This design comes from an exercise in tuning for small area on the open sky130 flow, not from production work. The RTL was checked by simulation tests, not by an equivalence proof against the original design. In runs 2 to 6 the design's own scripts or RTL, not TritonCTS, make the clock network. No driver is modelled on the clock port, so clock power and skew are understated where the tree is cut down; a real chip needs a root buffer or a tree. Power is estimated from default activity; no workload was simulated.

<file path="design/flow/config.mk">
export PLATFORM = sky130hd
export DESIGN_NAME = DE1_SoC
export DESIGN_NICKNAME = DE1_SoC
export VERILOG_FILES = /design/flow/design.v
export SDC_FILE = /design/flow/constraint.sdc
export NUM_CORES = 4
export LEC_CHECK = 0
export CAP_MARGIN = 20
export CORE_MARGIN = 2
export CORE_UTILIZATION = 70
export SLEW_MARGIN = 20
</file>
<file path="design/flow/constraint.sdc">
create_clock -name core_clock -period 6.5 [get_ports {CLOCK_50}]
set_input_delay 1.3000 -clock core_clock [delete_from_list [all_inputs] [get_ports {CLOCK_50}]]
set_output_delay 1.3000 -clock core_clock [all_outputs]
set_load 0.01 [all_outputs]
</file>
<file path="design/flow/design.v">
module DE1_SoC (HEX0, HEX1, HEX2, HEX3, HEX4, HEX5, KEY, SW, GPIO_1, CLOCK_50);
    output logic [6:0]  HEX0, HEX1, HEX2, HEX3, HEX4, HEX5;
    input  logic [3:0]  KEY;
    input  logic [9:0]  SW;
    output logic [35:0] GPIO_1;
    input  logic CLOCK_50;
    logic clk, rst;
    assign clk = CLOCK_50;
    assign rst = SW[9];
    assign HEX3 = '1;
    assign HEX4 = '1;
    logic [3:0] row;
    always_ff @(posedge clk) row <= rst ? 4'd0 : row + 4'd1;
    logic kprev, push;
    always_ff @(posedge clk) kprev <= ~KEY[3];
    assign push = ~KEY[3] & ~kprev;
    localparam logic [2:0] M7_INV = 3'b010;
    localparam logic [3:0] M13_INV = 4'b1010;
    localparam logic [6:0] M109_INV = 7'b1010101;
    logic [2:0] m7, m7_q;
    logic [3:0] m13, m13_q;
    logic [6:0] m109, m109_q;
    logic fall, scroll, t7;
    assign m7 = m7_q ^ M7_INV;
    assign m13 = m13_q ^ M13_INV;
    assign m109 = m109_q ^ M109_INV;
    always_ff @(posedge clk) begin
        if (rst) begin
            m7_q <= M7_INV;
            m13_q <= M13_INV;
            m109_q <= M109_INV;
        end else begin
            m7_q <= {m7[1:0], ~(m7[1] ^ m7[2])} ^ M7_INV;
            m13_q <= {m13[2:0], ~(m13[2] ^ m13[3] ^ (m13[1] | m13[2]))} ^ M13_INV;
            m109_q <= {m109[5:0], ~(m109[0] ^ m109[1] ^ m109[6] ^ (m109[4] | m109[5]))} ^ M109_INV;
        end
    end
    assign t7 = (m7 == 3'b100);
    assign fall = t7 & (m109 == 7'b1000000);
    assign scroll = t7 & (m13 == 4'b1000) & (row[1:0] == 2'd3);
    logic [15:0] bird, bird_n, up, down;
    assign bird = ~bird_n;
    assign up = {bird[14:0], 1'b0};     
    assign down = {1'b0, bird[15:1]};   
    always_ff @(posedge clk) begin
        if (rst) bird_n <= ~16'h0400;
        else bird_n <= ~((bird & ~{16{push | fall}}) |
                         (~bird & (({16{push}} & down) | ({16{fall}} & up))));
    end
    localparam logic [9:0] LFSR_INV = 10'b1010101010;
    logic [9:0] lfsr, lfsr_q;
    assign lfsr = lfsr_q ^ LFSR_INV;
    always_ff @(posedge clk) lfsr_q <= (rst ? 10'd0 : {~(lfsr[3] ^ lfsr[0]), lfsr[9:1]}) ^ LFSR_INV;
    logic [2:0] diff, count;
    logic [3:0] a;
    logic pv;   
    always_comb begin
        case (SW[2:0])
            3'd0: diff = 3'd7;
            3'd1, 3'd2, 3'd4: diff = 3'd5;
            3'd3, 3'd5, 3'd6: diff = 3'd4;
            default: diff = 3'd3;
        endcase
    end
    function automatic logic [3:0] mod9(input logic [9:0] x);
        logic [4:0] u;
        u = {2'b0, x[2:0]} + {2'b0, ~x[5:3]} + {2'b0, x[8:6]} + {4'b0, ~x[9]} + 5'd1;
        if (u >= 5'd18) u = u - 5'd18;
        else if (u >= 5'd9) u = u - 5'd9;
        mod9 = u[3:0];
    endfunction
    always_ff @(posedge clk) begin
        if (rst) begin
            count <= diff;
            pv <= 1'b0;
        end else if (scroll) begin
            pv <= (count == 3'd0);
            count <= (count == 3'd0) ? diff : count - 3'd1;
            if (count == 3'd1) a <= mod9(lfsr);
        end
    end
    logic [1:0] gp [0:3];
    logic [1:0] gp_n [0:3];   
    logic [3:0] gc [0:3];
    logic [3:0] ne;
    genvar g;
    generate
        for (g = 0; g < 4; g++) begin : grp
            logic own, inc;
            assign gp[g] = ~gp_n[g];
            logic [3:0] icode;
            assign ne[g] = ~(gc[g][3] & gc[g][0]);
            assign own = ne[g] & (gp[g] != 2'd0);
            if (g < 3) begin : mid
                assign inc = ne[g+1] & (gp[g+1] == 2'd0);
                assign icode = gc[g+1];
            end else begin : top
                assign inc = pv;
                assign icode = a;
            end
            always_ff @(posedge clk) begin
                if (rst) begin
                    gc[g][3] <= 1'b1;
                    gc[g][0] <= 1'b1;
                end else if (scroll) begin
                    gp_n[g] <= ~(inc ? 2'd3 : gp[g] - 2'd1);
                    if (inc) gc[g] <= icode;
                    else if (!own) begin
                        gc[g][3] <= 1'b1;
                        gc[g][0] <= 1'b1;
                    end
                end
            end
        end
    endgenerate
    function automatic logic [15:0] pipe_pat(input logic [3:0] c);
        logic [15:0] p;
        p[0] = ~((~c[0] & ~c[1] & ~c[2] & ~c[3]) | (c[0] & c[3]));
        p[1] = ~((~c[1] & ~c[2] & ~c[3]) | (c[0] & c[3]));
        p[2] = (c[0] & c[1] & ~c[3]) | (~c[0] & c[3]) | (c[2] & ~c[3]);
        p[3] = (c[2] & ~c[3]) | (~c[0] & c[3]);
        p[4] = (~c[0] & c[3]) | (c[0] & c[2] & ~c[3]) | (c[1] & c[2] & ~c[3]);
        p[5] = (~c[0] & ~c[1] & ~c[2]) | (c[1] & c[2] & ~c[3]);
        p[6] = (~c[1] & ~c[2] & ~c[3]) | (c[0] & c[1] & c[2] & ~c[3]) | (~c[0] & c[3]);
        p[7] = (~c[1] & ~c[2] & ~c[3]) | (~c[0] & ~c[2]);
        p[8] = (~c[2] & ~c[3]);
        p[9] = (~c[2] & ~c[3]) | (~c[0] & ~c[1] & ~c[3]);
        p[10] = ~((c[1] & c[2]) | (c[3]));
        p[11] = ~((c[0] & c[1] & c[2]) | (c[3]));
        p[12] = (~c[3]);
        p[13] = ~((c[0] & c[3]));
        p[14] = ~((c[0] & c[3]));
        p[15] = ~((c[0] & c[3]));
        pipe_pat = p;
    endfunction
    logic on, stop_buf, incr_buf, incr_prev, incr;
    logic col2, dead;
    assign col2 = ne[0] & (gp[0] == 2'd2);
    assign dead = |(pipe_pat(gc[0] | {4{gp[0] != 2'd2}}) & bird) | (bird == 16'd0);
    assign incr = incr_buf & ~incr_prev;
    always_ff @(posedge clk) begin
        incr_prev <= incr_buf;
        if (rst) begin
            on <= 1'b1;
            stop_buf <= 1'b0;
            incr_buf <= 1'b0;
        end else begin
            on <= on & ~stop_buf;
            stop_buf <= on & dead;
            incr_buf <= on & ~dead & col2;
        end
    end
    function automatic logic [6:0] seg(input logic [3:0] c);
        seg[0] = ~((~c[3]) | (~c[1]) | (~c[0] & ~c[2]));
        seg[1] = (~c[0] & ~c[1] & c[2]) | (~c[0] & ~c[3]);
        seg[2] = (c[0] & ~c[1] & ~c[2]);
        seg[3] = (c[1] & c[3]);
        seg[4] = (c[1] & c[3]) | (~c[1] & c[2]);
        seg[5] = (c[1] & ~c[2]) | (c[0] & c[3]);
        seg[6] = ~((~c[1]) | (~c[0] & c[2]));
    endfunction
    function automatic logic [3:0] dnext(input logic [3:0] c);
        dnext[0] = ~((~c[0] & c[1]) | (c[2] & c[3]));
        dnext[1] = (~c[3]) | (~c[1] & c[2]);
        dnext[2] = (~c[1]) | (c[2] & c[3]);
        dnext[3] = (c[1]) | (c[0] & c[3]);
    endfunction
    function automatic logic dnine(input logic [3:0] c);
        dnine = (~c[1] & ~c[3]);
    endfunction
    localparam logic [3:0] DZERO = 4'd7;
    logic [3:0] d0, d1, d2;
    logic i1, i2;
    assign i1 = incr & dnine(d0);
    assign i2 = i1 & dnine(d1);
    always_ff @(posedge clk) begin
        if (rst) begin
            d0 <= DZERO; d1 <= DZERO; d2 <= DZERO;
        end else begin
            if (incr) d0 <= dnext(d0);
            if (i1) d1 <= dnext(d1);
            if (i2) d2 <= dnext(d2);
        end
    end
    assign HEX0 = seg(d0);
    assign HEX1 = seg(d1);
    assign HEX2 = seg(d2);
    always_comb begin
        case (SW[2:0])
            3'd0: HEX5 = 7'b1111001;
            3'd1, 3'd2, 3'd4: HEX5 = 7'b0100100;
            3'd3, 3'd5, 3'd6: HEX5 = 7'b0110000;
            default: HEX5 = 7'b0011001;
        endcase
    end
    logic [15:0] green, red, ends;
    logic [1:0] sg;
    assign sg = row[3:2];
    assign green = pipe_pat(gc[sg] | {4{~on | (gp[sg] != row[1:0])}});
    localparam logic [255:0] ENDS = {
        16'b0000000001010100, 16'b0010111001010100, 16'b0001101001111100, 16'b0011111001111000,
        16'b0000000000000100, 16'b0010101001111000, 16'b0010101000000100, 16'b0011111001111000,
        16'b0000000000000000, 16'b0001111001111000, 16'b0010000000010100, 16'b0001111001111000,
        16'b0000000000000000, 16'b0011111000110100, 16'b0010001001010100, 16'b0011111000111000};
    assign ends = ENDS[16 * row +: 16];
    assign red = on ? ((row == 4'd2) ? bird : 16'd0) : ends;
    assign GPIO_1[35:32] = row;
    genvar j;
    generate
        for (j = 0; j < 16; j++) begin : px
            assign GPIO_1[31 - j] = green[j];
            assign GPIO_1[15 - j] = red[j];
        end
    endgenerate
endmodule
</file>
<file path="design/flow/flow/run.sh">
#!/bin/bash
# The standard layout (standard.sh), with these changes:
#  - synthesis uses flow/synth.tcl: no adder extraction, and ABC maps with
#    flow/deep.abc (&deepsyn) for each seed in FLOW_ABC_SEEDS, keeping the
#    smallest netlist (registers are the standard synthesis's);
#  - each port is buffered with the smallest buffer cell;
#  - one tie cell drives all constant outputs;
#  - clock tree synthesis inserts no dummy loads.
set -euo pipefail
here=$(pwd)
export FLOW_ABC_SCRIPT=$here/flow/deep.abc
export FLOW_ABC_SEEDS="0 1 2 3"
export BUFFER_PORTS_ARGS="-buffer_cell sky130_fd_sc_hd__buf_1"
export SKIP_REPAIR_TIE_FANOUT=1
export CTS_ARGS="-sink_clustering_enable -repair_clock_nets -dont_use_dummy_load"
sed "s#SYNTH_SCRIPT=[^ ]*#SYNTH_SCRIPT=$here/flow/synth.tcl#" standard.sh > own_standard.sh
bash own_standard.sh > standard.log 2>&1
</file>
<file path="design/flow/flow/deep.abc">
strash
dc2
&get -n
&deepsyn -T 30 -S SEED
&put
dch -f
amap -m
topo
</file>
<file path="design/flow/flow/synth.tcl">
# The standard synthesis script (synth_recipe.tcl), except that Yosys's
# extract_fa is skipped and ABC maps with flow/deep.abc (&deepsyn), run with
# several random seeds, keeping the smallest result. Registers are unchanged.
proc synth {args} { yosys synth -nofsm -noshare {*}$args }
proc extract_fa {args} { }
proc abc {args} {
  set i [lsearch -exact $args -script]
  set j [lsearch -exact $args -liberty]
  set lib [lindex $args [expr {$j + 1}]]
  set template [read [open $::env(FLOW_ABC_SCRIPT)]]
  set best -1
  design -save flow_pre_abc
  foreach seed $::env(FLOW_ABC_SEEDS) {
    design -load flow_pre_abc
    set script [file join $::env(OBJECTS_DIR) "flow_abc_$seed.abc"]
    set f [open $script w]
    puts $f [string map [list SEED $seed] $template]
    close $f
    set a $args
    lset a [expr {$i + 1}] $script
    yosys abc {*}$a
    set rpt [file join $::env(OBJECTS_DIR) "flow_abc_$seed.stat"]
    tee -q -o $rpt stat -liberty $lib
    regexp {Chip area for module[^:]*:\s*([0-9.]+)} [read [open $rpt]] -> area
    puts "ABC seed $seed: area $area"
    if {$best < 0 || $area < $best} {
      set best $area
      design -save flow_best_abc
    }
  }
  design -load flow_best_abc
  puts "ABC best area $best"
}
source $::env(SCRIPTS_DIR)/synth.tcl
# left out here: clear keep_hierarchy, flatten, clean up, hide names made inside functions, write 1_2_yosys.v
</file>
<file path="design/flow/standard.sh">
#!/bin/bash
# synth_recipe.tcl (not shown) runs the flow's synth.tcl, then flattens the netlist and writes it again
# the make line also repeats each setting of config.mk as NAME=value (left out here)
make -C /OpenROAD-flow-scripts/flow DESIGN_CONFIG=/design/flow/config.mk WORK_HOME=/design/flow/orfs CLKGATE_MAP_FILE= SYNTH_SCRIPT=/design/flow/synth_recipe.tcl "${@:-finish}"
</file>
==> impl_results.md, run 1 <==
- Area inside the core boundary: 0.00592 mm²
- Yosys Warn Count: 4
- Layout overhead on the synthesized area: 8.07%
- Largest fanout on the critical path: 7
- Non-filler cells, final: 649
- Synth Register Bits: 93
- Average footprint of a synthesized cell: between 8 and 9 µm²
- Number of global-route vias before repair: between 3000 and 4000
- Ratio of cells with drive above 1 in the final layout: 0.0174
- Maximum frequency from static timing analysis: about 180 MHz
- Via density per instance: a little over 6
- Vias after detailed routing: 3976
- Result of the run: timing/DRC/antenna clean
- Worst-Skew Late Latency: around 0.35 ns
- Global route overflow: 0
- Number of buffers inserted by hold repair at cts: 0
- Root Buffer Master: sky130_fd_sc_hd__clkbuf_8
- First-pass GRT wire length: between 15000 and 20000 µm
- Nature of the critical path startpoint: register
- Signal arrival time at the worst endpoint: approximately 4.2 ns
- Worst Setup End Kind: output port
- Fraction of the yosys area taken by sequential cells: 0.489
- Routed wirelength normalized by instance count: between 10 and 15 µm
- Number of placed I/O pins: just over 90
- Predominant post-synthesis flop cell: sky130_fd_sc_hd__dfxtp_1
- DRC marker count from the first detailed-route iteration: 242
- CTS tree: built
- Required @ worst endpoint: about 5.2 ns
- Path type of the worst min-delay path: reg2reg
- Peak ir drop on the vdd network: approximately 190 µV
- Number of pins with negative max-slew slack in the final report: 0
- Vertical die dimension: 82.2 µm
- RSZ-0062 raised after global routing: false
- Worst slew margin relative to its limit: 0.200
- Number of enable-type register cells in the synthesized netlist: 23
- Number of antenna-violating nets in the routed design: 0
- Max Cap Viol: 0
- Number of setup violations in the final report: 0
- Power density cells: about 270 mW/mm²
- Buffer levels on the longest clock path: 2
- Instance count after placement with tap cells included: between 600 and 700
- Row Count: 28
- Clock input transition at the sequential cells of the worst setup and hold paths: roughly 0.08 ns
- Async set-reset flop share out of synthesis: 0
- Initial antenna violation count: 0
- Synthesized cell area: between 0.004 and 0.005 mm²
- Flop-to-flop setup slack: between 3 and 4 ns
- Top area cells in the synthesized netlist: sky130_fd_sc_hd__dfxtp_1 (33%), sky130_fd_sc_hd__edfxtp_1 (16%), sky130_fd_sc_hd__nor2_1 (8.9%)
- Fin Clk Skew: 0.0214 ns
- GPL Wtd Cong: just over 0.9
- Final clock period utilization by the worst path: 0.842
- HPWL after DPL: about 7000 µm
- Largest area contributor in the netlist: sky130_fd_sc_hd__dfxtp_1
- Quantity of I/O buffers inserted on ports: slightly below 70
- Starting density of the core: 0.723
- Area of the die: around 0.0068 mm²
- Fin. Hold Viols: 0
- Number of distinct library cells after synthesis: 41
- Post-CTS setup buffers: 0
- TritonCTS Buffers: 9
- Worst Setup Path Type: reg2out
- # diodes: 0
- X dimension of the die: about 80 µm
- Resized Gates After CTS: 0
- Count of mapped cells out of synthesis: 514
- Iteration count of the initial detailed-routing pass: 4
- DRT Wirelength: about 9400 µm
- Slew at the pin closest to its max-slew limit: 1.17 ns
- Net count of the finished layout: approximately 590
- Synth top area share: 0.327
- P_leak: around 1.6 nW
- Synthesized Nets: roughly 530
- Number of DRC violations after detailed routing: 0
- Total GRT Usage: 0.287
- Maximum level of the CTS H-tree: 3
- Largest net degree at the start of global routing: 30
- Clock period minus final worst setup slack: ~5.5 ns
- Sum Neg Setup Slack: 0 ns
- Number of clock sinks seen by CTS: slightly above 90
[worst paths after layout]
check | startpoint | end | cells after the start
worst max-delay path | row[3]$_SDFF_PP0_ | GPIO_1[29] | 15
worst min-delay path | incr_buf$_SDFF_PP0_ | incr_prev$_DFF_P_ | 0
worst max register to register | row[0]$_SDFF_PP0_ | gc[0][2]$_DFFE_PP_ | 8
worst min register to register | incr_buf$_SDFF_PP0_ | incr_prev$_DFF_P_ | 0
[power breakdown]
part	switching, mW	internal (mW)	leakage, nW	total [mW]
clock	0.169	0.124	0.0647	0.293
sequential	0.0728	0.643	0.782	0.716
combinational	0.148	0.102	0.774	0.250
[layout by cell type, fill, tap and decap left out, types with 5 or more instances in the layout]
master                       n
sky130_fd_sc_hd__nor2_1    102
sky130_fd_sc_hd__dfxtp_1    70
sky130_fd_sc_hd__buf_1      68
sky130_fd_sc_hd__clkinv_1   53
sky130_fd_sc_hd__o21ai_0    50
sky130_fd_sc_hd__nand2_1    41
sky130_fd_sc_hd__a21oi_1    33
sky130_fd_sc_hd__edfxtp_1   23
sky130_fd_sc_hd__o22ai_1    16
sky130_fd_sc_hd__o22a_1     14
sky130_fd_sc_hd__o221ai_1   13
sky130_fd_sc_hd__nor3_1     11
sky130_fd_sc_hd__clkbuf_8    9
sky130_fd_sc_hd__nand3_1     7
sky130_fd_sc_hd__o21a_1      7
sky130_fd_sc_hd__a211oi_1    6
sky130_fd_sc_hd__a221oi_1    5
[final cells by class]
class,count,area [µm²]
Clock buffer,9,124
Fill cell,422,1290
Inverter,53,199
Multi-Input combinational cell,350,1850
Sequential cell,93,2090
Tap cell,75,93.8
Timing Repair Buffer,69,263
[stage by stage]
| stage | util | hold WS [ns] | setup slack (ns) | instance area, µm² | power, mW |
|---|---|---|---|---|---|
| floorplan | - | 0.332 | 1.72 | 4280 | 0.901 |
| global placement | 0.760 | 0.343 | 1.88 | 4500 | 0.965 |
| detailed placement | 0.760 | 0.351 | 1.60 | 4500 | 0.971 |
| CTS | 0.781 | 0.347 | 1.21 | 4630 | 1.26 |
| global route | 0.781 | 0.352 | 0.780 | 4630 | 1.33 |
| finish | 0.781 | 0.348 | 1.03 | 4630 | 1.26 |
[critical path, stage by stage (launching register included)]
cell                        delay, ns
sky130_fd_sc_hd__dfxtp_1         0.45
sky130_fd_sc_hd__clkinv_1        0.18
sky130_fd_sc_hd__nor2_1          0.36
sky130_fd_sc_hd__clkinv_1        0.24
sky130_fd_sc_hd__o22ai_1         0.16
sky130_fd_sc_hd__nor2_1          0.08
sky130_fd_sc_hd__nand2_1         0.07
sky130_fd_sc_hd__o2111ai_1       0.14
sky130_fd_sc_hd__a2111oi_0       0.95
sky130_fd_sc_hd__clkinv_1        0.37
sky130_fd_sc_hd__nor2_1          0.27
sky130_fd_sc_hd__nand2_1         0.13
sky130_fd_sc_hd__clkinv_1        0.09
sky130_fd_sc_hd__nor2_1          0.05
sky130_fd_sc_hd__a21o_1          0.19
sky130_fd_sc_hd__buf_1           0.12
[logic make-up after synthesis]
family	share of synthesized area
compound gates	0.253
simple gates	0.179
flops	0.489
buf+inv	0.0780
other cells	0.00175
[cell usage after synthesis, drive strengths merged, types with 2 or more instances]
library cell  count
nor2            102
dfxtp            70
clkinv           53
o21ai            50
nand2            41
a21oi            33
edfxtp           23
buf              18
o22ai            16
o22a             14
o221ai           13
nor3             11
nand3             7
o21a              7
a211oi            6
a221oi            5
a21o              3
a22oi             3
and2              3
nand2b            3
nor2b             3
or3               3
a22o              2
a32o              2
conb              2
o2111ai           2
o21bai            2
o32ai             2
or2               2
or4               2
[per-layer routing]
metal  GRT usage  share of wire  vias to the layer above
li1            -              -                     1938
met2       0.468           0.47                      165
met5           0              0                        -
met1       0.364           0.45                     1848
met4       0.130          0.021                        0
met3      0.0630          0.061                       25
[registers in the layout (all words and copies together), names as in the netlist]
register and cells:
a 4, bird_n 16, count 3, d0 4
d1 4, d2 4, gc 16, gp_n 8
incr_buf 1, incr_prev 1, kprev 1, lfsr_q 10
m109_q 7, m13_q 4, m7_q 3, on 1
pv 1, row 4, stop_buf 1
==> inputs of run 2 (changes only) <==
==> design/flow/flow/run.sh (replaced) <==
#!/bin/bash
# The standard layout (standard.sh), with these changes:
#  - synthesis uses flow/synth.tcl: no adder extraction, and ABC maps with
#    flow/deep.abc (&deepsyn) for each seed in FLOW_ABC_SEEDS, keeping the
#    smallest netlist (registers are the standard synthesis's);
#  - each port is buffered with the smallest buffer cell;
#  - one tie cell drives all constant outputs;
#  - the clock tree is flow/cts.tcl: the clock port drives MY_NBUF buffers,
#    each driving one cluster of the registers.
set -euo pipefail
here=$(pwd)
export FLOW_ABC_SCRIPT=$here/flow/deep.abc
export FLOW_ABC_SEEDS="0 1 2 3"
export BUFFER_PORTS_ARGS="-buffer_cell sky130_fd_sc_hd__buf_1"
export SKIP_REPAIR_TIE_FANOUT=1
export MY_CLKBUF=sky130_fd_sc_hd__clkbuf_16
export MY_NBUF=4
sed "s#SYNTH_SCRIPT=[^ ]*#SYNTH_SCRIPT=$here/flow/synth.tcl#" standard.sh > own_standard.sh
bash own_standard.sh place > standard_place.log 2>&1
bash own_standard.sh run RUN_SCRIPT=$here/flow/cts.tcl > cts.log 2>&1
bash own_standard.sh > standard.log 2>&1
==> design/flow/flow/cts.tcl (new file) <==
# Clock tree of NBUF buffers of type MY_CLKBUF, each driving one cluster of the
# clock sinks (k-means on the sink locations), all driven by the clock port.
source $::env(SCRIPTS_DIR)/load.tcl
erase_non_stage_variables cts
load_design 3_place.odb 3_place.sdc
set_dont_use $::env(DONT_USE_CELLS)
set block [ord::get_db_block]
set clk [$block findNet CLOCK_50]
$clk setSigType CLOCK
set k $::env(MY_NBUF)
set sinks {}
foreach it [$clk getITerms] {
  set bb [[$it getInst] getBBox]
  lappend sinks [list $it [expr {([$bb xMin] + [$bb xMax]) / 2.0}] [expr {([$bb yMin] + [$bb yMax]) / 2.0}]]
}
# k-means, seeded by sinks spread along the list sorted by x
set sorted [lsort -real -index 1 $sinks]
set n [llength $sorted]
set cent {}
for {set i 0} {$i < $k} {incr i} {
  set s [lindex $sorted [expr {int(($i + 0.5) * $n / $k)}]]
  lappend cent [list [lindex $s 1] [lindex $s 2]]
}
for {set iter 0} {$iter < 50} {incr iter} {
  set assign {}
  foreach s $sinks {
    set best 0; set bd 1e30
    for {set i 0} {$i < $k} {incr i} {
      set c [lindex $cent $i]
      set d [expr {pow([lindex $s 1] - [lindex $c 0], 2) + pow([lindex $s 2] - [lindex $c 1], 2)}]
      if {$d < $bd} { set bd $d; set best $i }
    }
    lappend assign $best
  }
  set newc {}
  for {set i 0} {$i < $k} {incr i} {
    set sx 0; set sy 0; set m 0
    foreach s $sinks a $assign { if {$a == $i} { set sx [expr {$sx + [lindex $s 1]}]; set sy [expr {$sy + [lindex $s 2]}]; incr m } }
    if {$m > 0} { lappend newc [list [expr {$sx / $m}] [expr {$sy / $m}]] } else { lappend newc [lindex $cent $i] }
  }
  set cent $newc
}
set master [[ord::get_db] findMaster $::env(MY_CLKBUF)]
for {set i 0} {$i < $k} {incr i} {
  set buf [odb::dbInst_create $block $master clkbuf_$i]
  set net [odb::dbNet_create $block clknet_$i]
  $net setSigType CLOCK
  set m 0
  foreach s $sinks a $assign { if {$a == $i} { set it [lindex $s 0]; $it disconnect; $it connect $net; incr m } }
  [$buf findITerm A] connect $clk
  [$buf findITerm X] connect $net
  set c [lindex $cent $i]
  $buf setLocation [expr {int([lindex $c 0])}] [expr {int([lindex $c 1])}]
  $buf setPlacementStatus PLACED
  puts "clock buffer $i drives $m sinks"
}
detailed_placement
set_propagated_clock [all_clocks]
estimate_parasitics -placement
report_clock_skew
orfs_write_db $::env(RESULTS_DIR)/4_1_cts.odb
orfs_write_sdc $::env(RESULTS_DIR)/4_cts.sdc
==> impl_results.md, run 2 <==
- Result of the run: timing/DRC/antenna clean
- Largest net degree at the start of global routing: 31
- Clock input transition at the sequential cells of the worst setup and hold paths: about 0.10 ns
- Number of enable-type register cells in the synthesized netlist: 23
- Fin area: approximately 0.0046 mm²
- Number of global-route vias before repair: roughly 3400
- RSZ-0062 raised after global routing: false
- Logic gate share of total power: 0.206
- Top area cells in the synthesized netlist: sky130_fd_sc_hd__dfxtp_1 (33%), sky130_fd_sc_hd__edfxtp_1 (16%), sky130_fd_sc_hd__nor2_1 (8.9%)
- Largest fanout on the critical path: 7
- Worst slew margin relative to its limit: 0.227
- Ranking of synthesized cells by instance count: sky130_fd_sc_hd__nor2_1 (102), sky130_fd_sc_hd__dfxtp_1 (70), sky130_fd_sc_hd__clkinv_1 (53), sky130_fd_sc_hd__o21ai_0 (50), sky130_fd_sc_hd__nand2_1 (41)
- Final clock period utilization by the worst path: 0.823
- Cell family contributing the most delay on the critical path: compound AO/OA/AOI/OAI gates
- Most common library cell in the layout ignoring fill and taps: sky130_fd_sc_hd__nor2_1
- Worst Setup Path Type: reg2out
- Required @ worst endpoint: around 5.2 ns
- Max Cap Viol: 0
- Clock period minus final worst setup slack: about 5.3 ns
- Power density cells: approximately 260 mW/mm²
- Cell with the largest stage delay on the worst path: sky130_fd_sc_hd__a2111oi_0
- Slew at the pin closest to its max-slew limit: between 1 and 1.5 ns
- Global route overflow: 0
- # diodes: 0
- Synth top area share: 0.327
- Largest area contributor in the netlist: sky130_fd_sc_hd__dfxtp_1
- Nature of the critical path startpoint: register
- Signal arrival time at the worst endpoint: approximately 4.1 ns
- Peak ir drop on the vdd network: ~200 µV
- Part of the total power dissipated in the clock network: 0.205
- DRC marker count from the first detailed-route iteration: about 210
- Buffers and inverters on the worst path: 5
- Flop pwr share: 0.589
- Async set-reset flop share out of synthesis: 0
- Most instantiated library cell after synthesis: sky130_fd_sc_hd__nor2_1
- Number of placed I/O pins: 93
- Quantity of I/O buffers inserted on ports: just under 70
- Synthesized cell area: between 0.004 and 0.005 mm²
- Via density per instance: 6.10
- Average footprint of a synthesized cell: 8.33 µm²
- Yosys Warn Count: 4
- Final hold slack: roughly 0.37 ns
- Vertical die dimension: 82.2 µm
- Net count of the finished layout: 586
- Vias after detailed routing: a little under 4000
- Fin Clk Skew: around 0.038 ns
- DRT Wirelength: 9440 µm
- Number of antenna-violating nets in the routed design: 0
- Biggest regs: bird_n x16, gc x16, lfsr_q x10
- GPL Wtd Cong: between 0.9 and 1
- Worst Setup End Kind: output port
- Number of distinct library cells after synthesis: about 40
- Path type of the worst min-delay path: reg2reg
- Starting density of the core: 0.723
- Slowest stage delay, CP: roughly 0.9 ns
- Number of DRC violations after detailed routing: 0
- Row Count: 28
- Cells traversed along the worst timing path: clkinv_1, nor2_1, clkinv_1, o22ai_1, nor2_1, nand2_1, o2111ai_1, a2111oi_0, clkinv_1, nor2_1, nand2_1, clkinv_1, nor2_1, a21o_1, buf_1
- Fin. Hold Viols: 0
- P_leak: between 1.5 and 2 nW
- Initial antenna violation count: 0
- Area inside the core boundary: roughly 0.0059 mm²
- First-pass GRT wire length: between 15000 and 20000 µm
- Layout overhead on the synthesized area: 7.51%
- HPWL after DPL: between 6000 and 7000 µm
- Number of pins with negative max-slew slack in the final report: 0
- Switching share of total power: 0.296
- Sum Neg Setup Slack: 0 ns
- Post-place instance area: ~0.0045 mm²
- Area of the die: ~0.0068 mm²
- Worst-Skew Late Latency: 0.17 ns
- Most used cells in the layout excluding fill and tap cells: sky130_fd_sc_hd__nor2_1 (102), sky130_fd_sc_hd__dfxtp_1 (70), sky130_fd_sc_hd__buf_1 (68)
- Synthesized Nets: 529
- Routed wirelength normalized by instance count: between 10 and 15 µm
- Fraction of the yosys area taken by sequential cells: 0.489
- Count of mapped cells out of synthesis: a little over 500
- Ratio of cells with drive above 1 in the final layout: 0.00879
- Synth Register Bits: 93
- Total GRT Usage: 0.275
- Predominant post-synthesis flop cell: sky130_fd_sc_hd__dfxtp_1
- Pint: between 0.8 and 0.9 mW
- Maximum frequency from static timing analysis: 187 MHz
- X dimension of the die: around 80 µm
- Iteration count of the initial detailed-routing pass: 5
- Number of setup violations in the final report: 0
- Switching power total: roughly 0.36 mW
run 2: cell counts after synthesis:
No cell type changed its count.
run 2: final cells by class:
type | count | area [µm²]
Fill cell | 421 | 1320
Timing Repair Buffer | 69 | 263
Inverter | 53 | 199
Multi-Input combinational cell | 350 | 1850
Buffer | 4 | 100
Tap cell | 75 | 93.8
Sequential cell | 93 | 2090
run 2: cells by family (layout without fill, tap and decap cells):
family,after synthesis,in the layout,share of synthesized area
simple gates,182,182,0.179
compound gates,166,166,0.253
flops,93,93,0.489
buf+inv,71,126,0.0780
other cells,2,2,0.00175
run 2: power by group through the flow:
stage / clock [mW] / sequential [mW] / combinational [mW]
floorplan: 0 / 0.707 / 0.195
global placement: 0 / 0.726 / 0.239
finish: 0.250 / 0.717 / 0.251
global route: 0.274 / 0.724 / 0.284
detailed placement: 0 / 0.726 / 0.245
run 2: path summary, 6_finish.rpt:
path	start	endpoint	slack (ns)	cells past startpoint
setup reg to reg	row[0]$_SDFF_PP0_	gc[0][2]$_DFFE_PP_	3.11	8
hold / removal	incr_buf$_SDFF_PP0_	incr_prev$_DFF_P_	0.37	0
setup / recovery	row[3]$_SDFF_PP0_	GPIO_1[29]	1.15	15
hold reg to reg	incr_buf$_SDFF_PP0_	incr_prev$_DFF_P_	0.37	0
run 2: routing by layer:
metal,track usage,vias up,part of all wire
met4,0.0583,0,0.014
met1,0.366,1800,0.43
li1,-,1938,-
met5,0,-,0
met3,0.0250,16,0.067
met2,0.487,172,0.48
run 2: metrics by stage:
stage / worst slack (ns) / util / total power [mW] / instances
after floorplan: 1.72 / - / 0.901 / 514
after global placement: 1.88 / 0.760 / 0.965 / 640
after detailed placement: 1.60 / 0.760 / 0.971 / 640
after global routing: 0.819 / 0.777 / 1.28 / 644
final: 1.15 / 0.777 / 1.22 / 644
run 2: worst register-to-register path, stage by stage (launching register included):
cell                       delay [ns]
sky130_fd_sc_hd__dfxtp_1         0.49
sky130_fd_sc_hd__clkinv_1        0.22
sky130_fd_sc_hd__nor2_1          0.25
sky130_fd_sc_hd__nand2_1         0.08
sky130_fd_sc_hd__nor3_1          0.32
sky130_fd_sc_hd__clkinv_1        0.28
sky130_fd_sc_hd__nor2_1          0.82
sky130_fd_sc_hd__nand3_1         0.29
sky130_fd_sc_hd__a21oi_1         0.33
==> inputs of run 3 (changes only) <==
--- a/design/flow/flow/cts.tcl
+++ b/design/flow/flow/cts.tcl
@@ -1,5 +1,6 @@
 # Clock tree of NBUF buffers of type MY_CLKBUF, each driving one cluster of the
-# clock sinks (k-means on the sink locations), all driven by the clock port.
+# clock sinks (k-means on the sink locations, with clusters of equal size),
+# all driven by the clock port.
 source $::env(SCRIPTS_DIR)/load.tcl
 erase_non_stage_variables cts
 load_design 3_place.odb 3_place.sdc
@@ -21,16 +22,25 @@
   set s [lindex $sorted [expr {int(($i + 0.5) * $n / $k)}]]
   lappend cent [list [lindex $s 1] [lindex $s 2]]
 }
-for {set iter 0} {$iter < 50} {incr iter} {
-  set assign {}
+set cap [expr {($n + $k - 1) / $k}]
+for {set iter 0} {$iter < 30} {incr iter} {
+  # balanced assignment: closest (sink, cluster) pairs first, at most cap sinks per cluster
+  set pairs {}
+  set si 0
   foreach s $sinks {
-    set best 0; set bd 1e30
     for {set i 0} {$i < $k} {incr i} {
       set c [lindex $cent $i]
-      set d [expr {pow([lindex $s 1] - [lindex $c 0], 2) + pow([lindex $s 2] - [lindex $c 1], 2)}]
-      if {$d < $bd} { set bd $d; set best $i }
+      lappend pairs [list [expr {pow([lindex $s 1] - [lindex $c 0], 2) + pow([lindex $s 2] - [lindex $c 1], 2)}] $si $i]
     }
-    lappend assign $best
+    incr si
+  }
+  set assign [lrepeat $n -1]
+  set fill [lrepeat $k 0]
+  foreach p [lsort -real -index 0 $pairs] {
+    lassign $p d si i
+    if {[lindex $assign $si] >= 0 || [lindex $fill $i] >= $cap} continue
+    lset assign $si $i
+    lset fill $i [expr {[lindex $fill $i] + 1}]
   }
   set newc {}
   for {set i 0} {$i < $k} {incr i} {
--- a/design/flow/config.mk
+++ b/design/flow/config.mk
@@ -7,5 +7,5 @@
 export LEC_CHECK = 0
 export CAP_MARGIN = 20
 export CORE_MARGIN = 2
-export CORE_UTILIZATION = 70
+export CORE_UTILIZATION = 80
 export SLEW_MARGIN = 20
==> impl_results.md, run 3 <==
- Result of the run: timing/DRC/antenna clean
- Instance count after placement with tap cells included: approximately 640
- Cell family contributing the most delay on the critical path: compound AO/OA/AOI/OAI gates
- Number of distinct library cells after synthesis: just over 40
- Synthesized cell area: ~0.0043 mm²
- Yosys Warn Count: 4
- Starting density of the core: 0.833
- Switching power total: roughly 0.38 mW
- Synth top area share: 0.327
- Worst Setup End Kind: output port
- Layout overhead on the synthesized area: 7.57%
- Cells traversed along the worst timing path: clkinv_1, nor2_1, clkinv_1, o22ai_1, nor2_1, nand2_1, o2111ai_1, a2111oi_1, clkinv_1, nor2_1, nand2_1, clkinv_1, nor2_1, a21o_1, buf_1
- Synthesized Nets: between 500 and 600
- Row Count: 26
- GPL Wtd Cong: 0.947
- Top area cells in the synthesized netlist: sky130_fd_sc_hd__dfxtp_1 (33%), sky130_fd_sc_hd__edfxtp_1 (16%), sky130_fd_sc_hd__nor2_1 (8.9%)
- HPWL after DPL: 7300 µm
- Predominant post-synthesis flop cell: sky130_fd_sc_hd__dfxtp_1
- Synth Register Bits: 93
- Number of DRC violations after detailed routing: 0
- Global route overflow: 0
- Part of the total power dissipated in the clock network: 0.206
- Number of global-route vias before repair: between 3000 and 4000
- Fraction of the yosys area taken by sequential cells: 0.489
- Number of enable-type register cells in the synthesized netlist: 23
- Average footprint of a synthesized cell: around 8.3 µm²
- P_leak: around 1.6 nW
- Nature of the critical path startpoint: register
- Clock period minus final worst setup slack: 5.04 ns
- RSZ-0062 raised after global routing: false
- Pint: 0.858 mW
- Vertical die dimension: ~77 µm
- DRT Wirelength: 10400 µm
- Buffers and inverters on the worst path: 5
- Switching share of total power: 0.304
- Path type of the worst min-delay path: reg2reg
- Largest net degree at the start of global routing: 30
- Number of placed I/O pins: 93
- Ranking of synthesized cells by instance count: sky130_fd_sc_hd__nor2_1 (102), sky130_fd_sc_hd__dfxtp_1 (70), sky130_fd_sc_hd__clkinv_1 (53), sky130_fd_sc_hd__o21ai_0 (50), sky130_fd_sc_hd__nand2_1 (41)
- DRC marker count from the first detailed-route iteration: between 400 and 500
- Count of mapped cells out of synthesis: approximately 500
- Routed wirelength normalized by instance count: 16.2 µm
- Largest area contributor in the netlist: sky130_fd_sc_hd__dfxtp_1
- Sum Neg Setup Slack: 0 ns
- Flop pwr share: 0.580
- Final hold slack: between 0.3 and 0.4 ns
- Biggest regs: bird_n x16, gc x16, lfsr_q x10
- Fin Clk Skew: a little under 0.01 ns
- Most common library cell in the layout ignoring fill and taps: sky130_fd_sc_hd__nor2_1
- Area of the die: 0.00595 mm²
- Total GRT Usage: 0.349
- Net count of the finished layout: between 500 and 600
- Async set-reset flop share out of synthesis: 0
- Non-filler cells, final: between 600 and 700
- Worst Setup Path Type: reg2out
- Peak ir drop on the vdd network: between 200 and 300 µV
- Vias after detailed routing: approximately 4100
- Most instantiated library cell after synthesis: sky130_fd_sc_hd__nor2_1
- Via density per instance: ~6.5
- Maximum frequency from static timing analysis: roughly 200 MHz
- Number of pins with negative max-slew slack in the final report: 0
- Logic gate share of total power: 0.214
- Fin. Hold Viols: 0
- Number of setup violations in the final report: 0
- Required @ worst endpoint: roughly 5.2 ns
- Cell with the largest stage delay on the worst path: sky130_fd_sc_hd__a2111oi_1
- Quantity of I/O buffers inserted on ports: 68
- Clock input transition at the sequential cells of the worst setup and hold paths: around 0.09 ns
- First-pass GRT wire length: ~17000 µm
- Ratio of cells with drive above 1 in the final layout: 0.0105
- Worst slew margin relative to its limit: 0.346
- Power density cells: ~270 mW/mm²
- # diodes: 0
- Largest fanout on the critical path: 7
- X dimension of the die: 77.1 µm
- Final clock period utilization by the worst path: 0.776
- Slew at the pin closest to its max-slew limit: about 1 ns
- Signal arrival time at the worst endpoint: 3.74 ns
- Initial antenna violation count: 0
- Most used cells in the layout excluding fill and tap cells: sky130_fd_sc_hd__nor2_1 (102), sky130_fd_sc_hd__dfxtp_1 (70), sky130_fd_sc_hd__buf_1 (68)
- Worst-Skew Late Latency: ~0.16 ns
- Slowest stage delay, CP: about 0.7 ns
- Area inside the core boundary: 0.00514 mm²
- Max Cap Viol: 0
- Number of antenna-violating nets in the routed design: 0
- Iteration count of the initial detailed-routing pass: 5
-- run 3: cell counts after synthesis --
No cell type changed its count.
-- run 3: metal layers --
| layer | track usage | vias to the layer above | routed length [µm] |
|---|---|---|---|
| met5 | 0 | - | 0 |
| met4 | 0.111 | 0 | 354 |
| met3 | 0.0271 | 48 | 913 |
| li1 | - | 1944 | - |
| met1 | 0.432 | 1869 | 3850 |
| met2 | 0.643 | 270 | 5240 |
-- run 3: final timing paths --
kind	from	endpoint	slack, ns	depth (start not counted)
max	row[3]$_SDFF_PP0_	GPIO_1[29]	1.46	15
min	incr_buf$_SDFF_PP0_	incr_prev$_DFF_P_	0.37	0
max reg2reg	row[0]$_SDFF_PP0_	gc[2][1]$_DFFE_PP_	3.02	8
min reg2reg	incr_buf$_SDFF_PP0_	incr_prev$_DFF_P_	0.37	0
-- run 3: power groups by stage --
stage | clock network [mW] | registers, mW | logic, mW
after floorplan | 0 | 0.707 | 0.195
after global placement | 0 | 0.723 | 0.237
after detailed placement | 0 | 0.725 | 0.252
after global routing | 0.274 | 0.726 | 0.290
final | 0.254 | 0.716 | 0.264
-- run 3: metrics by stage --
step | utilization | area [µm²] | total power, mW | worst slack (ns)
6_report | 0.896 | 4600 | 1.23 | 1.46
3_5_place_dp | 0.876 | 4500 | 0.977 | 1.54
3_3_place_gp | 0.876 | 4500 | 0.960 | 1.87
5_1_grt | 0.896 | 4600 | 1.29 | 1.15
2_1_floorplan | - | 4280 | 0.901 | 1.72
-- run 3: cells by family (layout without fill, tap and decap cells) --
group                  count (synthesis)  after routing  synth area share
other                                  2              2           0.00175
AO/OA/AOI/OAI                        166            166             0.253
buffers and inverters                 71            127            0.0780
AND/OR/NAND/NOR                      182            182             0.179
flip-flops                            93             93             0.489
-- run 3: cell type report --
| class | instances | area [µm²] |
|---|---|---|
| fill | 253 | 536 |
| timing repair buffer | 70 | 270 |
| buffer | 4 | 100 |
| multi-input combinational | 350 | 1860 |
| tap | 70 | 87.6 |
| inverter | 53 | 199 |
| sequential | 93 | 2090 |
-- run 3: worst reg2reg max path, stage by stage, from the launching register on --
cell and delay (ns):
sky130_fd_sc_hd__dfxtp_1 0.47, sky130_fd_sc_hd__clkinv_1 0.22, sky130_fd_sc_hd__nor2_1 0.30, sky130_fd_sc_hd__nand2_1 0.08, sky130_fd_sc_hd__nor3_1 0.35, sky130_fd_sc_hd__clkinv_1 0.32
sky130_fd_sc_hd__nor2_1 0.81, sky130_fd_sc_hd__nand3_1 0.30, sky130_fd_sc_hd__a21oi_1 0.30
==> inputs of run 4 (changes only) <==
--- a/design/flow/flow/run.sh
+++ b/design/flow/flow/run.sh
@@ -10,7 +10,7 @@
 set -euo pipefail
 here=$(pwd)
 export FLOW_ABC_SCRIPT=$here/flow/deep.abc
-export FLOW_ABC_SEEDS="0 1 2 3"
+export FLOW_ABC_SEEDS="0 1 2 3 4 5"
 export BUFFER_PORTS_ARGS="-buffer_cell sky130_fd_sc_hd__buf_1"
 export SKIP_REPAIR_TIE_FANOUT=1
 export MY_CLKBUF=sky130_fd_sc_hd__clkbuf_16
--- a/design/flow/config.mk
+++ b/design/flow/config.mk
@@ -7,5 +7,5 @@
 export LEC_CHECK = 0
 export CAP_MARGIN = 20
 export CORE_MARGIN = 2
-export CORE_UTILIZATION = 80
+export CORE_UTILIZATION = 70
 export SLEW_MARGIN = 20
==> impl_results.md, run 4 <==
- Yosys Warn Count: 4
- Peak ir drop on the vdd network: between 200 and 250 µV
- Synthesized Nets: 529
- Number of global-route vias before repair: between 3000 and 4000
- Biggest regs: bird_n x16, gc x16, lfsr_q x10
- Fraction of the yosys area taken by sequential cells: 0.489
- Area inside the core boundary: ~0.0059 mm²
- Top area cells in the synthesized netlist: sky130_fd_sc_hd__dfxtp_1 (33%), sky130_fd_sc_hd__edfxtp_1 (16%), sky130_fd_sc_hd__nor2_1 (8.9%)
- Maximum frequency from static timing analysis: ~190 MHz
- X dimension of the die: approximately 82 µm
- Fin. Hold Viols: 0
- Signal arrival time at the worst endpoint: 4.04 ns
- Net count of the finished layout: just under 600
- Path type of the worst min-delay path: reg2reg
- Most common library cell in the layout ignoring fill and taps: sky130_fd_sc_hd__nor2_1
- Initial antenna violation count: 0
- Vertical die dimension: between 80 and 90 µm
- # diodes: 0
- Cells traversed along the worst timing path: clkinv_1, nor2_1, clkinv_1, o22ai_1, nor2_1, nand2_1, o2111ai_1, a2111oi_0, clkinv_1, nor2_1, nand2_1, clkinv_1, nor2_1, a21o_1, buf_1
- Ratio of cells with drive above 1 in the final layout: 0.00879
- Number of antenna-violating nets in the routed design: 0
- Sum Neg Setup Slack: 0 ns
- Most instantiated library cell after synthesis: sky130_fd_sc_hd__nor2_1
- Predominant post-synthesis flop cell: sky130_fd_sc_hd__dfxtp_1
- DRT Wirelength: between 9000 and 10000 µm
- Number of distinct library cells after synthesis: 41
- Via density per instance: 6.13
- Largest net degree at the start of global routing: 30
- Fill cell count: 417
- Power, Total: between 1 and 1.5 mW
- Seq. cell area: around 0.0021 mm²
- Max Cap Viol: 0
- Worst Setup End Kind: output port
- Total GRT Usage: 0.278
- Worst slew margin relative to its limit: 0.210
- Average footprint of a synthesized cell: between 8 and 9 µm²
- Power density cells: roughly 260 mW/mm²
- Worst-Skew Late Latency: around 0.16 ns
- Number of DRC violations after detailed routing: 0
- Row Count: 28
- Number of setup violations in the final report: 0
- Number of placed I/O pins: 93
- Clock input transition at the sequential cells of the worst setup and hold paths: 0.09 ns
- Fin Clk Skew: ~0.011 ns
- Most used cells in the layout excluding fill and tap cells: sky130_fd_sc_hd__nor2_1 (102), sky130_fd_sc_hd__dfxtp_1 (70), sky130_fd_sc_hd__buf_1 (68)
- Starting density of the core: 0.723
- Final clock period utilization by the worst path: 0.821
- RSZ-0062 raised after global routing: false
- Cell family contributing the most delay on the critical path: compound AO/OA/AOI/OAI gates
- Largest area contributor in the netlist: sky130_fd_sc_hd__dfxtp_1
- Ranking of synthesized cells by instance count: sky130_fd_sc_hd__nor2_1 (102), sky130_fd_sc_hd__dfxtp_1 (70), sky130_fd_sc_hd__clkinv_1 (53), sky130_fd_sc_hd__o21ai_0 (50), sky130_fd_sc_hd__nand2_1 (41)
- Result of the run: timing/DRC/antenna clean
- Nature of the critical path startpoint: register
- Number of pins with negative max-slew slack in the final report: 0
- Largest fanout on the critical path: 7
- Synthesized cell area: 0.00428 mm²
- HPWL after DPL: 6840 µm
- Buffers and inverters on the worst path: 5
- Cell with the largest stage delay on the worst path: sky130_fd_sc_hd__a2111oi_0
- First-pass GRT wire length: ~15000 µm
- Iteration count of the initial detailed-routing pass: 5
- Vias after detailed routing: about 3900
- Layout overhead on the synthesized area: 7.51%
- Area of the die: approximately 0.0068 mm²
- Async set-reset flop share out of synthesis: 0
- Synth Register Bits: just over 90
- Slew at the pin closest to its max-slew limit: about 1.2 ns
- Slowest stage delay, CP: between 0.9 and 1 ns
- Global route overflow: 0
- Area taken by multi-input logic gates: 0.00185 mm²
- Required @ worst endpoint: 5.20 ns
- Routed wirelength normalized by instance count: about 15 µm
- Clock period minus final worst setup slack: approximately 5.3 ns
- DRC marker count from the first detailed-route iteration: between 200 and 300
- Count of mapped cells out of synthesis: slightly above 500
- Quantity of I/O buffers inserted on ports: a little under 70
- Synth top area share: 0.327
- P_leak: around 1.6 nW
- Number of enable-type register cells in the synthesized netlist: 23
- Worst Setup Path Type: reg2out
- GPL Wtd Cong: 0.921
## run 4: changes by cell type in the layout (fill, tap and decap cells not counted), sizes merged
cell / previous run / this run
buf: 70 / 69
## run 4: final cells by class
type | instances | share of cell area
flip-flops and latches | 93 | 0.455
multi-input cells | 350 | 0.403
repair buffers | 69 | 0.0571
inverters | 53 | 0.0432
plain buffers | 4 | 0.0218
well taps | 75 | 0.0204
## run 4: path summary, 6_finish.rpt
| check | startpoint | endpoint | slack [ns] | cells past startpoint |
|---|---|---|---|---|
| setup / recovery | row[3]$_SDFF_PP0_ | GPIO_1[29] | 1.16 | 15 |
| hold / removal | incr_buf$_SDFF_PP0_ | incr_prev$_DFF_P_ | 0.37 | 0 |
| setup reg to reg | row[0]$_SDFF_PP0_ | gc[0][2]$_DFFE_PP_ | 3.08 | 8 |
| hold reg to reg | incr_buf$_SDFF_PP0_ | incr_prev$_DFF_P_ | 0.37 | 0 |
## run 4: cell families (layout without fill, tap and decap cells)
family          after synthesis  count (layout)  share of synthesized area
flops                        93              93                      0.489
other cells                   2               2                    0.00175
compound gates              166             166                      0.253
buf+inv                      71             126                     0.0780
simple gates                182             182                      0.179
## run 4: report_power, final
part | switching, mW | internal [mW] | leakage, nW
logic | 0.148 | 0.102 | 0.774
clock network | 0.140 | 0.113 | 0.0493
registers | 0.0728 | 0.643 | 0.782
total | 0.360 | 0.858 | 1.61
## run 4: metrics by stage
step	setup slack, ns	std cells	cell area [µm²]	util	hold slack, ns
6_report	1.16	644	4600	0.777	0.367
5_1_grt	0.825	644	4600	0.777	0.379
3_5_place_dp	1.60	640	4500	0.760	0.351
3_3_place_gp	1.88	640	4500	0.760	0.343
2_1_floorplan	1.72	514	4280	-	0.332
## run 4: per-layer routing
metal	wire length [µm]	vias to the layer above	part of all wire	GRT usage
li1	-	1929	-	-
met1	4040	1812	0.42	0.368
met2	4610	185	0.48	0.498
met3	685	22	0.072	0.0207
met4	194	0	0.020	0.0600
met5	0	-	0	0
==> inputs of run 5 (changes only) <==
--- a/design/flow/flow/run.sh
+++ b/design/flow/flow/run.sh
@@ -10,7 +10,7 @@
 set -euo pipefail
 here=$(pwd)
 export FLOW_ABC_SCRIPT=$here/flow/deep.abc
-export FLOW_ABC_SEEDS="0 1 2 3 4 5"
+export FLOW_ABC_SEEDS="0 1 2 3"
 export BUFFER_PORTS_ARGS="-buffer_cell sky130_fd_sc_hd__buf_1"
 export SKIP_REPAIR_TIE_FANOUT=1
 export MY_CLKBUF=sky130_fd_sc_hd__clkbuf_16
==> impl_results.md, run 5 <==
- Reg2reg start: row[0]$_SDFF_PP0_
- Area inside the core boundary: between 0.005 and 0.006 mm²
- DRC marker count from the first detailed-route iteration: 260
- Synthesized-area fraction occupied by ao, oa, aoi and oai cells: 0.253
- Iteration count of the initial detailed-routing pass: 5
- Post-place instance area: 0.00450 mm²
- Starting density of the core: 0.723
- Hold path startpoint: incr_buf$_SDFF_PP0_
- Worst Reg-to-Reg Cells: 8
- Global route overflow: 0
- X dimension of the die: 82.2 µm
- Layout overhead on the synthesized area: 7.51%
- Share of synthesized cell area in and, or, nand and nor gates: 0.179
- Number of enable-type register cells in the synthesized netlist: 23
- Total GRT Usage: 0.278
- P_leak: approximately 1.6 nW
- Share of cell area taken by muxes after synthesis: 0
- Instance count along the most critical hold path: 0
- Number of global-route vias before repair: 3385
- Fin Clk Skew: ~0.011 ns
- Final clock period utilization by the worst path: 0.821
- Vertical die dimension: 82.2 µm
- Number of setup violations in the final report: 0
- Slew at the pin closest to its max-slew limit: around 1.2 ns
- Flop-to-flop setup slack: ~3.1 ns
- Path type of the worst min-delay path: reg2reg
- Ranking of synthesized cells by instance count: sky130_fd_sc_hd__nor2_1 (102), sky130_fd_sc_hd__dfxtp_1 (70), sky130_fd_sc_hd__clkinv_1 (53), sky130_fd_sc_hd__o21ai_0 (50), sky130_fd_sc_hd__nand2_1 (41)
- Max Cap Viol: 0
- Worst setup slack after placement: 1.60 ns
- Number of pins with negative max-slew slack in the final report: 0
- Post-route worst setup slack: 1.16 ns
- Cell with the largest stage delay on the worst path: sky130_fd_sc_hd__a2111oi_0
- Post-synthesis share of cell area spent on full adders, half adders and majority gates: 0
- Top area cells in the synthesized netlist: sky130_fd_sc_hd__dfxtp_1 (33%), sky130_fd_sc_hd__edfxtp_1 (16%), sky130_fd_sc_hd__nor2_1 (8.9%)
- Yosys Warn Count: 4
- Fin. Hold Viols: 0
- RSZ-0062 raised after global routing: false
- Worst Hold Endpoint: incr_prev$_DFF_P_
- Largest fanout on the critical path: 7
- Synthesized Nets: 529
- Area of the die: about 0.0068 mm²
- Clock input transition at the sequential cells of the worst setup and hold paths: ~0.09 ns
- Most used cells in the layout excluding fill and tap cells: sky130_fd_sc_hd__nor2_1 (102), sky130_fd_sc_hd__dfxtp_1 (70), sky130_fd_sc_hd__buf_1 (68)
- Result of the run: timing/DRC/antenna clean
- Ratio of cells with drive above 1 in the final layout: 0.00879
- Synth top area share: 0.327
- Worst-Skew Late Latency: 0.16 ns
- Number of DRC violations after detailed routing: 0
- Async set-reset flop share out of synthesis: 0
- Power density cells: between 200 and 300 mW/mm²
- Biggest regs: bird_n x16, gc x16, lfsr_q x10
- Vias after detailed routing: ~3900
- Synth Register Bits: between 90 and 100
- Predominant post-synthesis flop cell: sky130_fd_sc_hd__dfxtp_1
- Area share of xor/xnor cells in the synthesized design: 0
- Row Count: 28
- Count of mapped cells out of synthesis: 514
- Nature of the critical path startpoint: register
- Number of distinct library cells after synthesis: 41
- Routed wirelength normalized by instance count: around 15 µm
- DRT Wirelength: about 9500 µm
- Sum Neg Setup Slack: 0 ns
- First-pass GRT wire length: 15200 µm
- Synthesized cell area: ~0.0043 mm²
- Via density per instance: around 6
- Average footprint of a synthesized cell: roughly 8.3 µm²
- # diodes: 0
- Maximum frequency from static timing analysis: around 190 MHz
- Most common library cell in the layout ignoring fill and taps: sky130_fd_sc_hd__nor2_1
- GPL Wtd Cong: approximately 0.9
- Slowest stage delay, CP: 0.92 ns
- Required @ worst endpoint: around 5.2 ns
- Largest net degree at the start of global routing: 30
- Worst Setup End Kind: output port
- Clock period minus final worst setup slack: about 5.3 ns
- Signal arrival time at the worst endpoint: just over 4 ns
- Largest area contributor in the netlist: sky130_fd_sc_hd__dfxtp_1
- Cell family contributing the most delay on the critical path: compound AO/OA/AOI/OAI gates
- Number of placed I/O pins: 93
- Worst slew margin relative to its limit: 0.210
- Most instantiated library cell after synthesis: sky130_fd_sc_hd__nor2_1
- Fraction of the yosys area taken by sequential cells: 0.489
- Number of antenna-violating nets in the routed design: 0
- Largest family of logic cells by synthesized area: compound AO/OA/AOI/OAI gates
- Quantity of I/O buffers inserted on ports: a little under 70
- Worst Setup Path Type: reg2out
- Fin area: ~0.0046 mm²
- Peak ir drop on the vdd network: around 210 µV
- HPWL after DPL: 6840 µm
- Net count of the finished layout: just under 600
- Cells traversed along the worst timing path: clkinv_1, nor2_1, clkinv_1, o22ai_1, nor2_1, nand2_1, o2111ai_1, a2111oi_0, clkinv_1, nor2_1, nand2_1, clkinv_1, nor2_1, a21o_1, buf_1
- Buffers and inverters on the worst path: 5
- Initial antenna violation count: 0
- Worst R2R End: gc[0][2]$_DFFE_PP_
## run 5: worst reg2reg max path: stages (launching register included)
cell and delay [ns]:
sky130_fd_sc_hd__dfxtp_1 0.50, sky130_fd_sc_hd__clkinv_1 0.22, sky130_fd_sc_hd__nor2_1 0.25, sky130_fd_sc_hd__nand2_1 0.08
sky130_fd_sc_hd__nor3_1 0.33, sky130_fd_sc_hd__clkinv_1 0.29, sky130_fd_sc_hd__nor2_1 0.82, sky130_fd_sc_hd__nand3_1 0.29
sky130_fd_sc_hd__a21oi_1 0.33
## run 5: logic make-up after synthesis
family	Yosys count
other	2
AND/OR/NAND/NOR	182
buffers and inverters	71
flip-flops	93
AO/OA/AOI/OAI	166
## run 5: area by class of cell
cell class                      instances  area [µm²]
Inverter                               53         199
Fill cell                             417        1320
Buffer                                  4         100
Sequential cell                        93        2090
Timing Repair Buffer                   69         263
Multi-Input combinational cell        350        1850
Tap cell                               75        93.8
## run 5: stage by stage
stage	std cells	power, mW	hold WS [ns]	utilization
floorplan	514	0.901	0.332	-
global placement	640	0.965	0.343	0.760
detailed placement	640	0.971	0.351	0.760
global route	644	1.28	0.379	0.777
finish	644	1.22	0.367	0.777
## run 5: how the worst max path moves through the flow
stage,startpoint,endpoint,cells past startpoint
after floorplan,row[3]$_SDFF_PP0_,GPIO_1[29],14
after global placement,row[3]$_SDFF_PP0_,GPIO_1[29],15
after detailed placement,row[3]$_SDFF_PP0_,GPIO_1[29],15
after global routing,row[3]$_SDFF_PP0_,GPIO_1[29],15
final,row[3]$_SDFF_PP0_,GPIO_1[29],15
## run 5: report_power, final
group | switching (mW) | total (mW) | leakage, nW | internal [mW]
combinational | 0.148 | 0.250 | 0.774 | 0.102
clock | 0.140 | 0.252 | 0.0493 | 0.113
sequential | 0.0728 | 0.716 | 0.782 | 0.643
total | 0.360 | 1.22 | 1.61 | 0.858
## run 5: layer usage
metal / up-vias / share of wire / wire (µm) / global-route usage
met3: 22 / 0.072 / 685 / 0.0207
li1: 1929 / - / - / -
met2: 185 / 0.48 / 4610 / 0.498
met5: - / 0 / 0 / 0
met1: 1812 / 0.42 / 4040 / 0.368
met4: 0 / 0.020 / 194 / 0.0600
==> inputs of run 6 (changes only) <==
--- a/design/flow/flow/run.sh
+++ b/design/flow/flow/run.sh
@@ -14,7 +14,7 @@
 export BUFFER_PORTS_ARGS="-buffer_cell sky130_fd_sc_hd__buf_1"
 export SKIP_REPAIR_TIE_FANOUT=1
 export MY_CLKBUF=sky130_fd_sc_hd__clkbuf_16
-export MY_NBUF=4
+export MY_NBUF=3
 sed "s#SYNTH_SCRIPT=[^ ]*#SYNTH_SCRIPT=$here/flow/synth.tcl#" standard.sh > own_standard.sh
 bash own_standard.sh place > standard_place.log 2>&1
 bash own_standard.sh run RUN_SCRIPT=$here/flow/cts.tcl > cts.log 2>&1
==> impl_results.md, run 6 <==
- Result of the run: timing/DRC/antenna clean
- Synthesized cell area: between 0.004 and 0.005 mm²
- Predominant post-synthesis flop cell: sky130_fd_sc_hd__dfxtp_1
- Sum Neg Setup Slack: 0 ns
- Most used cells in the layout excluding fill and tap cells: sky130_fd_sc_hd__nor2_1 (102), sky130_fd_sc_hd__dfxtp_1 (70), sky130_fd_sc_hd__buf_1 (68)
- GPL Wtd Cong: around 0.9
- Worst slew margin relative to its limit: 0.244
- Area of the die: 0.00676 mm²
- Nature of the critical path startpoint: register
- Largest net degree at the start of global routing: 32
- Total GRT Usage: 0.271
- Async set-reset flop share out of synthesis: 0
- Count of mapped cells out of synthesis: between 500 and 600
- Number of enable-type register cells in the synthesized netlist: 23
- DRC marker count from the first detailed-route iteration: roughly 220
- Power, Total: roughly 1.2 mW
- Row Count: 28
- Number of DRC violations after detailed routing: 0
- Share of cell area taken by muxes after synthesis: 0
- Largest family of logic cells by synthesized area: compound AO/OA/AOI/OAI gates
- Part of the total power dissipated in the clock network: 0.191
- Logic gate share of total power: 0.209
- Pint: a little over 0.8 mW
- Vertical die dimension: between 80 and 90 µm
- Biggest regs: bird_n x16, gc x16, lfsr_q x10
- Initial antenna violation count: 0
- Starting density of the core: 0.723
- Ranking of synthesized cells by instance count: sky130_fd_sc_hd__nor2_1 (102), sky130_fd_sc_hd__dfxtp_1 (70), sky130_fd_sc_hd__clkinv_1 (53), sky130_fd_sc_hd__o21ai_0 (50), sky130_fd_sc_hd__nand2_1 (41)
- Number of setup violations in the final report: 0
- Synthesized-area fraction occupied by ao, oa, aoi and oai cells: 0.253
- Routed wirelength normalized by instance count: around 15 µm
- HPWL after DPL: roughly 6800 µm
- Required @ worst endpoint: approximately 5.2 ns
- Number of pins with negative max-slew slack in the final report: 0
- Synthesized Nets: about 530
- Net count of the finished layout: approximately 600
- Most instantiated library cell after synthesis: sky130_fd_sc_hd__nor2_1
- Peak ir drop on the vdd network: about 180 µV
- Most common library cell in the layout ignoring fill and taps: sky130_fd_sc_hd__nor2_1
- Area inside the core boundary: slightly below 0.006 mm²
- Slew at the pin closest to its max-slew limit: 1.11 ns
- Power density cells: 261 mW/mm²
- Number of antenna-violating nets in the routed design: 0
- P_leak: between 1.5 and 2 nW
- Post-synthesis share of cell area spent on full adders, half adders and majority gates: 0
- First-pass GRT wire length: ~15000 µm
- Fraction of the yosys area taken by sequential cells: 0.489
- Worst-Skew Late Latency: around 0.18 ns
- Signal arrival time at the worst endpoint: about 4.0 ns
- Max Cap Viol: 0
- Largest area contributor in the netlist: sky130_fd_sc_hd__dfxtp_1
- RSZ-0062 raised after global routing: false
- Path type of the worst min-delay path: reg2reg
- Number of distinct library cells after synthesis: 41
- X dimension of the die: 82.2 µm
- Synth top area share: 0.327
- Vias after detailed routing: about 3900
- Switching share of total power: 0.304
- Fin. Hold Viols: 0
- Top area cells in the synthesized netlist: sky130_fd_sc_hd__dfxtp_1 (33%), sky130_fd_sc_hd__edfxtp_1 (16%), sky130_fd_sc_hd__nor2_1 (8.9%)
- Largest fanout on the critical path: 7
- Area share of xor/xnor cells in the synthesized design: 0
- Worst Setup End Kind: output port
- Fill cell count: between 400 and 500
- Clock input transition at the sequential cells of the worst setup and hold paths: 0.12 ns
- Via density per instance: a little over 6
- Ratio of cells with drive above 1 in the final layout: 0.00704
- Average footprint of a synthesized cell: between 8 and 9 µm²
- Maximum frequency from static timing analysis: about 190 MHz
- # diodes: 0
- DRT Wirelength: approximately 9400 µm
- Yosys Warn Count: 4
- Final clock period utilization by the worst path: 0.813
- Quantity of I/O buffers inserted on ports: 68
- Iteration count of the initial detailed-routing pass: 5
- Synth Register Bits: 93
- Global route overflow: 0
- Flop pwr share: 0.600
- Share of synthesized cell area in and, or, nand and nor gates: 0.179
- Switching power total: 0.363 mW
- Worst Setup Path Type: reg2out
- Number of placed I/O pins: 93
- Number of global-route vias before repair: between 3000 and 4000
- Fin Clk Skew: roughly 0.018 ns
- Clock period minus final worst setup slack: around 5.3 ns
- Layout overhead on the synthesized area: 6.93%
[run 6: cell families (layout without fill, tap and decap cells)]
family,after synthesis,in the layout
flops,93,93
buf+inv,71,125
compound gates,166,166
simple gates,182,182
other cells,2,2
[run 6: layout make-up]
cell class / count / area [µm²] / area share
Buffer: 3 / 75.1 / 0.0164
Inverter: 53 / 199 / 0.0435
Multi-Input combinational cell: 350 / 1850 / 0.405
Sequential cell: 93 / 2090 / 0.457
Tap cell: 75 / 93.8 / 0.0205
Timing Repair Buffer: 69 / 263 / 0.0574
[run 6: stage by stage]
| stage | utilization | hold slack, ns | setup slack, ns | instance area [µm²] | instances |
|---|---|---|---|---|---|
| 5_1_grt | 0.773 | 0.378 | 0.925 | 4580 | 643 |
| 6_report | 0.773 | 0.370 | 1.22 | 4580 | 643 |
| 2_1_floorplan | - | 0.332 | 1.72 | 4280 | 514 |
| 3_5_place_dp | 0.760 | 0.351 | 1.60 | 4500 | 640 |
| 3_3_place_gp | 0.760 | 0.343 | 1.88 | 4500 | 640 |
[run 6: path summary, 6_finish.rpt]
kind,start,cells past startpoint,slack (ns),to
max,row[3]$_SDFF_PP0_,15,1.22,GPIO_1[29]
min,incr_buf$_SDFF_PP0_,0,0.37,incr_prev$_DFF_P_
max reg2reg,row[0]$_SDFF_PP0_,8,3.11,gc[0][2]$_DFFE_PP_
min reg2reg,incr_buf$_SDFF_PP0_,0,0.37,incr_prev$_DFF_P_
[run 6: routing by layer]
layer / track usage / vias up / wire [µm]
met4: 0.0683 / 0 / 167
met3: 0.0217 / 21 / 661
li1: - / 1931 / -
met5: 0 / - / 0
met2: 0.481 / 184 / 4490
met1: 0.356 / 1800 / 4040
[run 6: critical path: stages (launching register included)]
cell                        delay, ns
sky130_fd_sc_hd__dfxtp_1         0.48
sky130_fd_sc_hd__clkinv_1        0.18
sky130_fd_sc_hd__nor2_1          0.36
sky130_fd_sc_hd__clkinv_1        0.24
sky130_fd_sc_hd__o22ai_1         0.15
sky130_fd_sc_hd__nor2_1          0.08
sky130_fd_sc_hd__nand2_1         0.07
sky130_fd_sc_hd__o2111ai_1       0.14
sky130_fd_sc_hd__a2111oi_0       0.90
sky130_fd_sc_hd__clkinv_1        0.37
sky130_fd_sc_hd__nor2_1          0.27
sky130_fd_sc_hd__nand2_1         0.12
sky130_fd_sc_hd__clkinv_1        0.09
sky130_fd_sc_hd__nor2_1          0.05
sky130_fd_sc_hd__a21o_1          0.19
sky130_fd_sc_hd__buf_1           0.12
[run 6: power by group through the flow]
stage	registers (mW)	clock network, mW	logic, mW
after global routing	0.724	0.250	0.283
after global placement	0.726	0	0.239
final	0.716	0.229	0.250
after detailed placement	0.726	0	0.245
after floorplan	0.707	0	0.195

==> re-timing with driven ports <==
In the flow no input, the clock included, has a driving cell. The finished layouts below were timed again as built, in two steps.
Step 1 sets driving cells, clkbuf_16 on the clock port and buf_2 on the other inputs (assumed; they add their load-dependent delay and slew).
Step 2 adds t to the input delays and takes it off the output delays; t is the mean of the earliest and latest rising clock arrival at the registers after step 1. Input paths then give back, and output paths get back, about the clock's delay inside the block.
Three values: no drivers, after step 1, after step 2; two values: the first two.
run	t, ns	slack for setup (ns)	worst hold slack (ns)	slew at the worst register clock pin (ns)
run 1	0.368	1.029 / 1.001 / 1.369	0.348 / 0.348 / 0.348	0.09 / 0.09
run 2	0.222	1.152 / 1.080 / 1.302	0.368 / 0.368 / 0.368	0.11 / 0.11
run 3	0.227	1.455 / 1.380 / 1.607	0.368 / 0.368 / 0.368	0.09 / 0.09
run 4	0.228	1.162 / 1.085 / 1.313	0.367 / 0.367 / 0.367	0.09 / 0.09
run 5	0.228	1.162 / 1.085 / 1.313	0.367 / 0.367 / 0.367	0.09 / 0.09
run 6	0.233	1.217 / 1.154 / 1.387	0.370 / 0.370 / 0.370	0.12 / 0.12
After both steps every run listed still meets setup and hold.
